This design comes from an exercise in tuning for small area on the open sky130 flow, not from production work.
In this exercise RTL edits were held to simulation tests only and were not proved equivalent to the original.
The flow treats the clock pin as an ideal source. Dropping or thinning the clock tree relies on that and would not hold on a real chip.
Power figures rest on the tool's default switching activity, not on a simulated workload.

==> flow/design.v <==
module lcd_component(
  input CLOCK_50,
  input rst_n,
  output LCD_ON,
  output LCD_BLON,
  output LCD_RW,
  output LCD_EN,
  output LCD_RS,
  output [7:0] LCD_DATA,
  input [2:0] mess,
  input [1:0] isServer
);
assign LCD_ON   = 1'b1;
assign LCD_BLON = 1'b1;
assign LCD_RW   = 1'b0;
reg [8:0] p;
reg [7:0] k;
reg       F;
reg       l1;
reg [2:0] l2;
wire act  = (k[7:6] == 2'd0) && (k[5:4] != 2'd0 || k[3:0] >= 4'd11);
wire last = (F && k[5:0] == 6'd11) ? (p == 9'd278) : (p == 9'd257);
wire ld   = (k == 8'd10) && (p == 9'd510);
always @(posedge CLOCK_50 or negedge rst_n)
begin
  if (!rst_n) begin
    p <= 9'd254;
    k <= 8'd10;
    F <= 1'b1;
  end else begin
    if (act && last) begin
      p <= 9'd0;
      if (k[5:0] == 6'd63) begin
        p <= F ? 9'd448 : 9'd427;
        k <= 8'd90;
        F <= 1'b0;
      end else if (k[5:0] == 6'd31)
        k <= 8'd47;
      else
        k <= k + 1'b1;
    end else begin
      p <= p + 1'b1;
      if (&p) k <= k + 1'b1;
    end
  end
end
always @(posedge CLOCK_50)
begin
  if (ld) begin
    if (!isServer[1]) l1 <= isServer[0];
    if (mess < 3'd6)  l2 <= mess;
  end
end
assign LCD_EN = act && p >= 9'd3 && p <= 9'd20;
reg [7:0] c1, c2;
wire [3:0] j = k[3:0];
always @(*) begin
  if (!l1)
    case (j)
      0: c1 = 8'h67; 1: c1 = 8'h76; 2: c1 = 8'h73; 3: c1 = 8'h69;
      4: c1 = 8'h78; 5: c1 = 8'h84; 6: c1 = 8'h20; 7: c1 = 8'h53;
      8: c1 = 8'h54; 9: c1 = 8'h41; 10: c1 = 8'h54; 11: c1 = 8'h55;
      12: c1 = 8'h53; default: c1 = 8'h20;
    endcase
  else
    case (j)
      0: c1 = 8'h53; 1: c1 = 8'h45; 2: c1 = 8'h52; 3: c1 = 8'h56;
      4: c1 = 8'h45; 5: c1 = 8'h52; 6: c1 = 8'h20; 7: c1 = 8'h53;
      8: c1 = 8'h54; 9: c1 = 8'h41; 10: c1 = 8'h54; 11: c1 = 8'h55;
      12: c1 = 8'h53; default: c1 = 8'h20;
    endcase
  case (l2)
    3'd0:
      case (j)
        0: c2 = 8'h73; 1: c2 = 8'h68; 2: c2 = 8'h76; 3: c2 = 8'h69;
        4, 5, 6: c2 = 8'h46; default: c2 = 8'h20;
      endcase
    3'd4:
      case (j)
        0: c2 = 8'h50; 1: c2 = 8'h61; 2: c2 = 8'h67; 3: c2 = 8'h65;
        5: c2 = 8'h52; 6: c2 = 8'h65; 7: c2 = 8'h63; 8: c2 = 8'h65;
        9: c2 = 8'h69; 10: c2 = 8'h76; 11: c2 = 8'h65; 12: c2 = 8'h64;
        default: c2 = 8'h20;
      endcase
    3'd5:
      case (j)
        0: c2 = 8'h50; 1: c2 = 8'h61; 2: c2 = 8'h67; 3: c2 = 8'h65;
        5: c2 = 8'h4C; 6: c2 = 8'h6F; 7: c2 = 8'h61; 8: c2 = 8'h64;
        9: c2 = 8'h65; 10: c2 = 8'h64; default: c2 = 8'h20;
      endcase
    default:
      case (j)
        0: c2 = 8'h50; 1: c2 = 8'h61; 2: c2 = 8'h67; 3: c2 = 8'h65;
        5: c2 = (l2 == 3'd1) ? 8'h49 : (l2 == 3'd2) ? 8'h50 : 8'h51;
        7: c2 = 8'h53; 8: c2 = 8'h65; 9: c2 = 8'h6E; 10: c2 = 8'h74;
        default: c2 = 8'h20;
      endcase
  endcase
end
reg [8:0] lut;
always @(*) begin
  if (!act)             lut = F ? 9'h000 : 9'h120;
  else
    case (k[5:4])
      2'd3: lut = {1'b1, c2};
      2'd2: lut = 9'h0C0;
      2'd1: lut = {1'b1, c1};
      default:
        case (k[2:0])
          3'd3: lut = 9'h038; 3'd4: lut = 9'h00C; 3'd5: lut = 9'h001;
          3'd6: lut = 9'h006; default: lut = 9'h080;
        endcase
    endcase
end
assign LCD_RS   = lut[8];
assign LCD_DATA = lut[7:0];
endmodule
Settings: LEC_CHECK=0, CAP_MARGIN=20, CORE_MARGIN=2, CORE_UTILIZATION=40, CTS_BUF_LIST=sky130_fd_sc_hd__clkbuf_16, CTS_CLUSTER_DIAMETER=200, CTS_CLUSTER_SIZE=30, SLEW_MARGIN=20; clock period 10.0 ns.
standard.sh (not shown) runs the stock make flow with config.mk's settings and CLKGATE_MAP_FILE= SYNTH_SCRIPT=/design/flow/synth_recipe.tcl, a recipe that flattens the netlist after the stock synthesis.
==> flow/flow/run.sh <==
#!/bin/bash
# Own flow: the standard layout, with an area-oriented ABC mapping in synthesis
# (adders left to ABC instead of fixed half-adder cells) and the smallest
# buffer on the ports.
set -euo pipefail
W=$(pwd)
export FLOW_ABC_SCRIPT=$W/flow/abc_min_area.script
export FLOW_STD_SYNTH=$W/synth_recipe.tcl
SYN=(SYNTH_SCRIPT=$W/flow/synth_area.tcl ADDER_MAP_FILE=)
bash standard.sh synth "${SYN[@]}" > $W/synth.log 2>&1
bash standard.sh finish "${SYN[@]}" \
  "BUFFER_PORTS_ARGS=-buffer_cell sky130_fd_sc_hd__buf_1" > $W/layout.log 2>&1
==> flow/flow/abc_min_area.script <==
strash
&get -n
&deepsyn -T 10
&put
&get -n
&dch -f
&nf -a -R 1000
&put
==> flow/flow/synth_area.tcl <==
# The standard synthesis (synth_recipe.tcl), with the final technology mapping
# done by an area-oriented ABC script instead of ORFS's speed script.
proc abc {args} {
  set i [lsearch -exact $args -script]
  if { $i >= 0 } {
    set args [lreplace $args $i [expr { $i + 1 }] -script $::env(FLOW_ABC_SCRIPT)]
  }
  set j [lsearch -exact $args -D]
  if { $j >= 0 } {
    set args [lreplace $args $j [expr { $j + 1 }]]
  }
  yosys abc {*}$args
}
source $::env(FLOW_STD_SYNTH)
The first run completed without violations.
Next try:
CTS_BUF_LIST = default   (was sky130_fd_sc_hd__clkbuf_16)
The changed run passed the timing, DRC and antenna checks.
Core utilization came out lower by 1.0 points.
Synthesized cell count went down by about 1.9%.
Combinational power rose by 15%.
Via count falls by 1.0%.
Clock skew barely changes.
Global-route usage decreases by 0.35 points.
Worst setup slack degrades by 0.18 ns.
Final area went down by about 2.2%.
Synthesized area is lower by 0.38%.
Power shrinks by about 20%.
Next try:
==> flow/flow/run.sh (replaced) <==
#!/bin/bash
# Own flow: the standard layout, with an area-oriented ABC mapping in synthesis
# and the smallest buffer on the ports.
set -euo pipefail
W=$(pwd)
export FLOW_ABC_SCRIPT=$W/flow/abc_min_area.script
export FLOW_STD_SYNTH=$W/synth_recipe.tcl
bash standard.sh synth SYNTH_SCRIPT=$W/flow/synth_area.tcl > $W/synth.log 2>&1
bash standard.sh finish SYNTH_SCRIPT=$W/flow/synth_area.tcl \
  "BUFFER_PORTS_ARGS=-buffer_cell sky130_fd_sc_hd__buf_1" > $W/layout.log 2>&1
==> flow/flow/abc_min_area.script (replaced) <==
strash
&get -n
&deepsyn -T 40
&put
dch -f
map -a
CTS_CLUSTER_DIAMETER = default   (was 200)
CTS_CLUSTER_SIZE = default   (was 30)
Result: The new run completed with no timing, DRC or antenna violations. Setup slack is better by 0.17 ns. Via count grows by about 23%. Wire length grows by about 33%. Non-clock buffer count shrinks by 1.
Next try:
==> flow/run.sh (new file) <==
#!/bin/bash
# synth_recipe.tcl (not shown) runs the flow's synth.tcl, then flattens the netlist and writes it again
# the make line also repeats each setting of config.mk as NAME=value (left out here)
make -C /OpenROAD-flow-scripts/flow DESIGN_CONFIG=/design/flow/config.mk WORK_HOME=/design/flow/orfs CLKGATE_MAP_FILE= SYNTH_SCRIPT=/design/flow/synth_recipe.tcl finish
removed: flow/flow/run.sh
removed: flow/flow/abc_min_area.script
removed: flow/flow/synth_area.tcl
removed: flow/standard.sh
Non-clock buffer count increases by 1. First-iteration DRC count increases by about a fifth. Clock-buffer cell count stays the same. Setup slack gets worse by 0.22 ns. Sequential power is about the same. Cell count increases by a few percent. Total power increases slightly.
Next try:
==> flow/flow/run.sh (new file) <==
#!/bin/bash
# Own flow: the standard layout, with an area-oriented ABC mapping in synthesis
# (adders left to ABC instead of fixed half-adder cells) and the smallest
# buffer on the ports.
set -euo pipefail
W=$(pwd)
export FLOW_ABC_SCRIPT=$W/flow/abc_min_area.script
export FLOW_STD_SYNTH=$W/synth_recipe.tcl
SYN=(SYNTH_SCRIPT=$W/flow/synth_area.tcl ADDER_MAP_FILE=)
bash standard.sh synth "${SYN[@]}" > $W/synth.log 2>&1
bash standard.sh finish "${SYN[@]}" \
  "BUFFER_PORTS_ARGS=-buffer_cell sky130_fd_sc_hd__buf_1" > $W/layout.log 2>&1
==> flow/flow/abc_min_area.script (new file) <==
strash
&get -n
&deepsyn -T 40
&put
&get -n
&dch -f
&nf -a -R 1000
&put
==> flow/flow/synth_area.tcl (new file) <==
# The standard synthesis (synth_recipe.tcl), with the final technology mapping
# done by an area-oriented ABC script instead of ORFS's speed script.
proc abc {args} {
  set i [lsearch -exact $args -script]
  if { $i >= 0 } {
    set args [lreplace $args $i [expr { $i + 1 }] -script $::env(FLOW_ABC_SCRIPT)]
  }
  set j [lsearch -exact $args -D]
  if { $j >= 0 } {
    set args [lreplace $args $j [expr { $j + 1 }]]
  }
  yosys abc {*}$args
}
source $::env(FLOW_STD_SYNTH)
==> flow/standard.sh (new file) <==
#!/bin/bash
# synth_recipe.tcl (not shown) runs the flow's synth.tcl, then flattens the netlist and writes it again
# the make line also repeats each setting of config.mk as NAME=value (left out here)
make -C /OpenROAD-flow-scripts/flow DESIGN_CONFIG=/design/flow/config.mk WORK_HOME=/design/flow/orfs CLKGATE_MAP_FILE= SYNTH_SCRIPT=/design/flow/synth_recipe.tcl "${@:-finish}"
removed: flow/run.sh
=>
- non-clock buffer count stays the same
- setup slack gains 0.48 ns
- clock power came out higher slightly
- hold slack gains 0.0084 ns
- power came out lower slightly


lcd_component, a different RTL version from the one above (not shown whole).
Size in the first run: roughly 230 cells after synthesis, about 22 flip-flops, ~20 I/O pins, about 1600 µm² of cells after synthesis.
clock: 10.0 ns
lec_check: 0
cap_margin: 20
core_margin: 2
core_utilization: 40
slew_margin: 20
==> flow/flow/run.sh <==
#!/bin/bash
# Own flow: the standard layout, with an area-oriented ABC mapping in synthesis
# (adders left to ABC instead of fixed half-adder cells) and the smallest
# buffer on the ports; the clock tree is collapsed to one buffer (its root)
# after CTS, without dummy loads.
set -euo pipefail
W=$(pwd)
export FLOW_ABC_SCRIPTS="$W/flow/abc_nf.script $W/flow/abc_amap.script"
export FLOW_ABC_SEEDS="0 1 2 3 4 5 6 7 8 9 10 11"
export FLOW_STD_SYNTH=$W/synth_recipe.tcl
SYN=(SYNTH_SCRIPT=$W/flow/synth_area.tcl ADDER_MAP_FILE=)
bash standard.sh synth "${SYN[@]}" > $W/synth.log 2>&1
LAY=("${SYN[@]}" "BUFFER_PORTS_ARGS=-buffer_cell sky130_fd_sc_hd__buf_1"
  "CTS_ARGS=-sink_clustering_enable -repair_clock_nets -dont_use_dummy_load -root_buf sky130_fd_sc_hd__clkbuf_16")
bash standard.sh cts "${LAY[@]}" > $W/layout.log 2>&1
CTS_DB=$W/orfs/results/$FLOW_PLATFORM/lcd_component/base/4_cts.odb CLOCK_PORT=CLOCK_50 \
  openroad -no_init -exit $W/flow/flatten_clock.tcl > $W/flatten_clock.log 2>&1
bash standard.sh finish "${LAY[@]}" > $W/layout_finish.log 2>&1
==> flow/flow/abc_amap.script <==
strash
&get -n
&deepsyn -T 30 -S @SEED@
&put
dch -f
amap
==> flow/flow/abc_nf.script <==
strash
&get -n
&deepsyn -T 30 -S @SEED@
&put
&get -n
&dch -f
&nf -a -R 1000
&put
==> flow/flow/flatten_clock.tcl <==
# Collapse the clock tree to its root buffer: every clock buffer driven by the
# root buffer is removed and its sinks are moved onto the root buffer's net.
read_db $::env(CTS_DB)
set block [ord::get_db_block]
set root ""
foreach it [[$block findNet $::env(CLOCK_PORT)] getITerms] {
  if { [$it isInputSignal] && [string match "*clkbuf*" [[[$it getInst] getMaster] getName]] } {
    set root [$it getInst]
  }
}
if { $root eq "" } { error "no root clock buffer" }
set rootnet [[$root findITerm X] getNet]
set n 0
foreach it [$rootnet getITerms] {
  set inst [$it getInst]
  if { $inst eq $root || ![string match "*clkbuf*" [[$inst getMaster] getName]] } { continue }
  if { [[$it getMTerm] getName] ne "A" } { continue }
  set leafnet [[$inst findITerm X] getNet]
  foreach sink [$leafnet getITerms] {
    if { [$sink getInst] eq $inst } { continue }
    $sink disconnect
    $sink connect $rootnet
  }
  $it disconnect
  [$inst findITerm X] disconnect
  odb::dbInst_destroy $inst
  odb::dbNet_destroy $leafnet
  incr n
}
puts "removed $n clock buffers below [$root getName]"
write_db $::env(CTS_DB)
==> flow/flow/synth_area.tcl <==
# The standard synthesis (synth_recipe.tcl), with the final technology mapping
# done by an area-oriented ABC script instead of ORFS's speed script. The
# mapping is tried with several scripts and random seeds of ABC's &deepsyn,
# and the smallest result is kept.
proc abc {args} {
  set i [lsearch -exact $args -script]
  if { $i >= 0 } {
    set args [lreplace $args $i [expr { $i + 1 }]]
  }
  set j [lsearch -exact $args -D]
  if { $j >= 0 } {
    set args [lreplace $args $j [expr { $j + 1 }]]
  }
  set lib [lindex $args [expr { [lsearch -exact $args -liberty] + 1 }]]
  yosys design -save my_pre_abc
  set best -1
  foreach script $::env(FLOW_ABC_SCRIPTS) {
    set tmpl [read [open $script]]
    set name [file rootname [file tail $script]]
    foreach seed $::env(FLOW_ABC_SEEDS) {
      yosys design -load my_pre_abc
      set f $::env(RESULTS_DIR)/${name}_$seed.script
      set fh [open $f w]
      puts -nonewline $fh [string map [list @SEED@ $seed] $tmpl]
      close $fh
      yosys abc {*}$args -script $f
      set st $::env(RESULTS_DIR)/${name}_$seed.stat
      yosys tee -q -o $st stat -liberty $lib
      set area 0
      regexp {Chip area for module [^:]*:\s*([0-9.]+)} [read [open $st]] -> area
      puts "abc $name seed $seed: area $area"
      if { $best < 0 || $area < $best } {
        set best $area
        yosys design -save my_best_abc
      }
    }
  }
  puts "abc best area $best"
  yosys design -load my_best_abc
}
source $::env(FLOW_STD_SYNTH)
Next try:
--- a/flow/flow/run.sh
+++ b/flow/flow/run.sh
@@ -9 +9 @@
-export FLOW_ABC_SEEDS="0 1 2 3 4 5 6 7 8 9 10 11"
+export FLOW_ABC_SEEDS="0 1 2 3 4 5 6 7 8 9 10 11 12 13 14 15 16 17 18 19"
The changed run finished with timing, DRC and antenna clean.
Hold slack is better by 0.014 ns.
Final area decreases by 1.1%.
Wire length decreases by 4.7%.
Clock skew decreases by 0.0040 ns.
Global-route usage decreases by 1.1 points.
Clock-buffer cell count is unchanged.
Die area decreases by 0.45%.
Synthesized cell count decreases by 0.86%.
Worst setup slack is worse by 0.11 ns.
Synthesized area decreases by 0.47%.
Next try:
--- a/flow/flow/run.sh
+++ b/flow/flow/run.sh
@@ -8,2 +8,2 @@
-export FLOW_ABC_SCRIPTS="$W/flow/abc_nf.script $W/flow/abc_amap.script"
-export FLOW_ABC_SEEDS="0 1 2 3 4 5 6 7 8 9 10 11 12 13 14 15 16 17 18 19"
+export FLOW_ABC_SCRIPT=$W/flow/abc_min_area.script
+export FLOW_ABC_SEEDS="5"
@@ -14 +14 @@
-  "CTS_ARGS=-sink_clustering_enable -repair_clock_nets -dont_use_dummy_load -root_buf sky130_fd_sc_hd__clkbuf_16")
+  "CTS_ARGS=-sink_clustering_enable -repair_clock_nets -dont_use_dummy_load")
==> flow/flow/abc_min_area.script (new file) <==
strash
&get -n
&deepsyn -T 30 -S @SEED@
&put
&get -n
&dch -f
&nf -a -R 1000
&put
==> flow/flow/synth_area.tcl (replaced) <==
# The standard synthesis (synth_recipe.tcl), with the final technology mapping
# done by an area-oriented ABC script instead of ORFS's speed script. The
# mapping is tried with several random seeds of ABC's &deepsyn and the
# smallest result is kept.
proc abc {args} {
  set i [lsearch -exact $args -script]
  if { $i >= 0 } {
    set args [lreplace $args $i [expr { $i + 1 }]]
  }
  set j [lsearch -exact $args -D]
  if { $j >= 0 } {
    set args [lreplace $args $j [expr { $j + 1 }]]
  }
  set lib [lindex $args [expr { [lsearch -exact $args -liberty] + 1 }]]
  set tmpl [read [open $::env(FLOW_ABC_SCRIPT)]]
  yosys design -save my_pre_abc
  set best -1
  foreach seed $::env(FLOW_ABC_SEEDS) {
    yosys design -load my_pre_abc
    set f $::env(RESULTS_DIR)/abc_seed_$seed.script
    set fh [open $f w]
    puts -nonewline $fh [string map [list @SEED@ $seed] $tmpl]
    close $fh
    yosys abc {*}$args -script $f
    set st $::env(RESULTS_DIR)/abc_seed_$seed.stat
    yosys tee -q -o $st stat -liberty $lib
    set area 0
    regexp {Chip area for module [^:]*:\s*([0-9.]+)} [read [open $st]] -> area
    puts "abc seed $seed: area $area"
    if { $best < 0 || $area < $best } {
      set best $area
      yosys design -save my_best_abc
    }
  }
  puts "abc best area $best"
  yosys design -load my_best_abc
}
source $::env(FLOW_STD_SYNTH)
removed: flow/flow/abc_amap.script
removed: flow/flow/abc_nf.script
Result: The changed run completed without violations; register-to-register slack gets better by 0.27 ns; fmax went up by about 25%; count of clock-buffer cells in the layout is unchanged; via count drops by 4.5%; cell count shrinks by about 9%.
Next try:
==> flow/flow/run.sh (replaced) <==
#!/bin/bash
# Own flow: the standard layout, with an area-oriented ABC mapping in synthesis
# (adders left to ABC instead of fixed half-adder cells) and the smallest
# buffer on the ports.
set -euo pipefail
W=$(pwd)
export FLOW_ABC_SCRIPT=$W/flow/abc_min_area.script
export FLOW_ABC_SEEDS="0 1 2 3 4 5 6 7"
export FLOW_STD_SYNTH=$W/synth_recipe.tcl
SYN=(SYNTH_SCRIPT=$W/flow/synth_area.tcl ADDER_MAP_FILE=)
bash standard.sh synth "${SYN[@]}" > $W/synth.log 2>&1
bash standard.sh finish "${SYN[@]}" \
  "BUFFER_PORTS_ARGS=-buffer_cell sky130_fd_sc_hd__buf_1" > $W/layout.log 2>&1
Settings changed: CAP_MARGIN 20 to 0, SLEW_MARGIN 20 to 0.
removed: flow/flow/flatten_clock.tcl
The new run finished clean.
Total power is higher by 33%.
Worst setup slack got worse by 0.077 ns.
Register-to-register slack degrades by 0.02 ns.
Die area stays the same.
Hold slack gets worse by 0.0077 ns.

## what the ideal ports hide
The results above use ideal ports. As a check the final layouts listed here were re-extracted and re-timed, cells and wires unchanged.
Step 1: set_driving_cell puts a clkbuf_16 on CLOCK_50 and a buf_2 on each other input, an assumption about the parent block.
Step 2 adds t to the input delays and takes it off the output delays; t is the mean of the earliest and latest rising clock arrival at the registers after step 1. Input paths then give back, and output paths get back, about the clock's delay inside the block.
Three values: ideal, step 1, step 2; two values: the first two.
run	shift t [ns]	setup WS [ns]	hold WS [ns]
the first run of note 1	0.284	4.859 / 4.832 / 5.116	0.504 / 0.504 / 0.504
the second run of note 1	0.284	4.675 / 4.650 / 4.935	0.498 / 0.498 / 0.498
the third run of note 1	0.285	4.844 / 4.818 / 5.103	0.474 / 0.474 / 0.474
the fourth run of note 1	0.285	4.626 / 4.600 / 4.885	0.475 / 0.475 / 0.475
the fifth run of note 1	0.283	5.106 / 5.078 / 5.361	0.484 / 0.484 / 0.484
the first run of note 2	0.182	4.334 / 4.305 / 4.488	0.476 / 0.476 / 0.476
the second run of note 2	0.180	4.228 / 4.198 / 4.378	0.490 / 0.490 / 0.490
the third run of note 2	0.198	5.387 / 5.366 / 5.563	0.482 / 0.482 / 0.482
the fourth run of note 2	0.284	5.310 / 5.289 / 5.573	0.474 / 0.474 / 0.474
After both steps setup and hold are still met in every run listed.
